Background: an optimization exercise with open tools, aiming at small area, a short achievable clock period and few clock cycles per item. Do not read the settings as production practice.

the baseline:
// assignment
module assignment (
    input logic clk,
    input logic NRST,
    input logic start,
    input logic [10:0] A,
    input logic [10:0] B,
    output logic [20:0] result,
    output logic ready
);
Settings: LEC_CHECK=0, CAP_MARGIN=20, CORE_MARGIN=2, CORE_UTILIZATION=40, SLEW_MARGIN=20, SYNTH_HIERARCHICAL=1, SYNTH_MINIMUM_KEEP_SIZE=0; clock period 12.5 ns.
standard.sh (not shown) runs the stock make flow with config.mk's settings and CLKGATE_MAP_FILE= SYNTH_SCRIPT=/design/flow/synth_recipe.tcl, a recipe that flattens the netlist after the stock synthesis.
==> flow/flow/run.sh <==
#!/bin/bash
# The standard layout (the standard.sh: ORFS synthesis to final layout),
# with smaller port buffers and no clock-tree dummy loads.
set -euo pipefail
export BUFFER_PORTS_ARGS="-buffer_cell ${PORT_BUF:-sky130_fd_sc_hd__buf_1}"
export CTS_ARGS="-sink_clustering_enable -repair_clock_nets -dont_use_dummy_load -buf_list sky130_fd_sc_hd__clkbuf_8"
bash standard.sh > standard.log 2>&1
Setup changes, the baseline to the candidate
--- a/flow/design.v
+++ b/flow/design.v
@@ -4,14 +4,22 @@
     input  logic ci,
     output logic s,
     output logic co
 );
     assign s  = a ^ b ^ ci;
     assign co = (a & b) | (a & ci) | (b & ci);
 endmodule
+module operand_select (
+    input  logic        load,
+    input  logic [20:0] d,
+    input  logic [20:0] q,
+    output logic [20:0] y
+);
+    assign y = load ? d : q;
+endmodule
 module assignment (
     input logic clk,
     input logic NRST,
     input logic start,
     input logic [10:0] A,
     input logic [10:0] B,
     output logic [20:0] result,
@@ -305,19 +313,23 @@
     assign b_mod_next[3] = h[0] ^ b_q1;
     assign b_mod_next[4] = h[1] ^ (b_ge_2000 | (b_q1 & ~h[0]));
     assign b_mod_next[5] = h[2] ^ ((b_ge_2000 & ~h[1]) | (b_q1 & (h[0] | h[1])));
     assign b_mod_next[6] = h[3] ^ b_f;
     assign b_mod_next[7] = h[4] ^ (b_f & h[3]);
     assign b_mod_next[8] = h[5] ^ (b_f & h[3] & h[4]);
     assign b_mod_next[9] = h[6] ^ (b_f & h[3] & h[4] & h[5]);
+    logic [20:0] operands_next;
+    operand_select u_operand_select (
+        .load(accept),
+        .d({A, b_mod_next}),
+        .q({a_value, b_mod}),
+        .y(operands_next)
+    );
     always_ff @(posedge clk) begin
-        if (accept) begin
-            a_value <= A;
-            b_mod   <= b_mod_next;
-        end
+        {a_value, b_mod} <= operands_next;
     end
     assign pp_0_0 = ~(a_value[0] & b_mod[0]);
     assign pp_0_1 = ~(a_value[0] & b_mod[1]);
     assign pp_0_2 = ~(a_value[0] & b_mod[2]);
     assign pp_0_3 = ~(a_value[0] & b_mod[3]);
     assign pp_0_4 = ~(a_value[0] & b_mod[4]);
     assign pp_0_5 = ~(a_value[0] & b_mod[5]);
==> comparison <==
- Looking only at final critical path time including I/O delays and setup, and setting everything else aside, the higher value of the candidate and the baseline goes to the candidate.
- When the final numbers for the candidate and the baseline were put side by side, the overall routing resource usage turned out to be smaller in the candidate.
- The candidate ends up with a final cycle utilization of the critical path that is 0.41 points higher than in the baseline.
- The final reports for the candidate and the baseline show final-stage net count higher in the former.
- The lower wire length came out of the baseline.
- The run showing the greater final worst setup slack is the baseline.
- When the candidate is measured against the baseline, its count of mapped cells out of synthesis turns out 5.6% higher.
- In the candidate the via total after detailed routing turned out 121 higher than in the baseline.
- Sort the candidate and the baseline by worst-case hold slack, ascending, and the baseline comes first.
No functional check of the RTL was part of any run of this note.


Another version of the RTL of assignment (not shown whole).
Size: roughly 400 cells after synthesis, about 51 flip-flops, roughly 47 I/O pins, about 4500 um2 of cells after synthesis.
clock: 12.5 ns
lec_check: 0
cap_margin: 20
core_margin: 2
core_utilization: 40
slew_margin: 20
synth_hierarchical: 1
synth_minimum_keep_size: 0
Scripts as last shown in full above: flow/flow/run.sh
Change:
--- a/flow/design.v
+++ b/flow/design.v
@@ -493,53 +493,31 @@
     fa_cell u_fa66 (.a(c82), .b(s117), .ci(c116), .s(s149), .co(c150));
     fa_cell u_fa67 (.a(c86), .b(s119), .ci(c118), .s(s151), .co(c152));
     fa_cell u_fa68 (.a(s93), .b(s121), .ci(c120), .s(s153), .co(c154));
     fa_cell u_fa69 (.a(c94), .b(s123), .ci(c122), .s(s155), .co(c156));
     fa_cell u_fa70 (.a(c96), .b(s125), .ci(c124), .s(s157), .co(c158));
     fa_cell u_fa71 (.a(pp_10_8), .b(pp_9_9), .ci(c126), .s(s159), .co(c160));
     assign row0 = {1'b1, pp_10_9, s159, s157, s155, s153, s151, c148, c146, c144, c142, c140, c138, c136, c134, c132, c130, c128, pp_2_0, pp_0_1, pp_0_0};
     assign row1 = {1'b1, c160, c158, c156, c154, c152, c150, s149, s147, s145, s143, s141, s139, s137, s135, s133, s131, s129, s127, pp_1_0, 1'b1};
-    logic [7:0] blk0;
-    assign blk0 = ~({1'b0, row0[6:0]} + {1'b0, row1[6:0]} + 8'd1);
-    logic [4:0] blk1;
-    assign blk1 = ~({1'b0, row0[10:7]} + {1'b0, row1[10:7]} + 5'd1);
-    logic [4:0] blk2;
-    assign blk2 = ~({1'b0, row0[14:11]} + {1'b0, row1[14:11]} + 5'd1);
-    logic [3:0] blk3;
-    assign blk3 = ~({1'b0, row0[17:15]} + {1'b0, row1[17:15]} + 4'd1);
-    logic [3:0] blk4;
-    assign blk4 = ~({1'b0, row0[20:18]} + {1'b0, row1[20:18]} + 4'd1);
+    logic [10:0] blk0;
+    assign blk0 = ~({1'b0, row0[9:0]} + {1'b0, row1[9:0]} + 11'd1);
+    logic [11:0] blk1;
+    assign blk1 = ~({1'b0, row0[20:10]} + {1'b0, row1[20:10]} + 12'd1);
     logic [20:0] sum_q;
-    logic [3:0] gen_q;
-    logic [3:1] prop_q;
+    logic [0:0] gen_q;
     always_ff @(posedge clk) begin
-        sum_q[6:0] <= blk0[6:0];
-        gen_q[0] <= blk0[7];
-        sum_q[10:7] <= blk1[3:0];
-        gen_q[1] <= blk1[4];
-        prop_q[1] <= &(row0[10:7] ^ row1[10:7]);
-        sum_q[14:11] <= blk2[3:0];
-        gen_q[2] <= blk2[4];
-        prop_q[2] <= &(row0[14:11] ^ row1[14:11]);
-        sum_q[17:15] <= blk3[2:0];
-        gen_q[3] <= blk3[3];
-        prop_q[3] <= &(row0[17:15] ^ row1[17:15]);
-        sum_q[20:18] <= blk4[2:0];
+        sum_q[9:0] <= blk0[9:0];
+        gen_q[0] <= blk0[10];
+        sum_q[20:10] <= blk1[10:0];
     end
-    logic [4:1] cin;
+    logic [1:1] cin;
     assign cin[1] = gen_q[0];
-    assign cin[2] = gen_q[1] | (prop_q[1] & cin[1]);
-    assign cin[3] = gen_q[2] | (prop_q[2] & cin[2]);
-    assign cin[4] = gen_q[3] | (prop_q[3] & cin[3]);
-    assign result[6:0] = sum_q[6:0];
-    assign result[10:7] = sum_q[10:7] + 4'(cin[1]);
-    assign result[14:11] = sum_q[14:11] + 4'(cin[2]);
-    assign result[17:15] = sum_q[17:15] + 3'(cin[3]);
-    assign result[20:18] = sum_q[20:18] + 3'(cin[4]);
+    assign result[9:0] = sum_q[9:0];
+    assign result[20:10] = sum_q[20:10] + 11'(cin[1]);
     always_ff @(posedge clk or negedge NRST) begin
         if (!NRST) begin
             busy  <= 1'b0;
             ready <= 1'b0;
         end else begin
             busy  <= accept;
             ready <= busy | (ready & ~start);
         end
=> The changed run ran to the end with no violations; clock-buffer cell count stays the same; via count came out higher by a few percent; final area came out lower slightly; clock skew came out higher by 0.010 ns; area after synthesis came out lower slightly; cell count came out higher slightly; register-to-register slack loses 0.37 ns; global-route usage came out higher by 0.81 points; hold slack loses 0.011 ns; wire length came out higher by a few percent.
Function was not checked in any run of this note: the RTL went through the layout flow alone.

[re-timing with driven ports]
How much do the figures lean on ideal ports? The routed layouts below were timed once more, with nothing changed but the port constraints. Step 1, drivers: a clkbuf_16 drives clk and a buf_2 each remaining input, both assumed. Step 2, shift: input delay + t, output delay - t, t = (earliest + latest rising clock arrival at the registers) / 2. This alone moves slack from input paths to output paths. Three values: no drivers, after step 1, after step 2; two values: the first two.
| run | t (ns) | slack for setup (ns) | worst hold slack (ns) |
|---|---|---|---|
| the baseline | 0.329 | 8.272 / 8.272 / 8.272 | 0.466 / 0.466 / 0.466 |
| the candidate | 0.336 | 8.221 / 8.221 / 8.221 | 0.486 / 0.486 / 0.486 |
| the first run of note 2 | 0.328 | 8.078 / 8.048 / 8.007 | 0.472 / 0.472 / 0.472 |
| the second run of note 2 | 0.351 | 7.963 / 7.963 / 7.963 | 0.461 / 0.461 / 0.461 |
After both steps setup and hold are still met in every run listed. The setup slack of the first run of note 2, which loses most, moves by -0.030 ns with the drivers and by -0.071 ns with both steps.
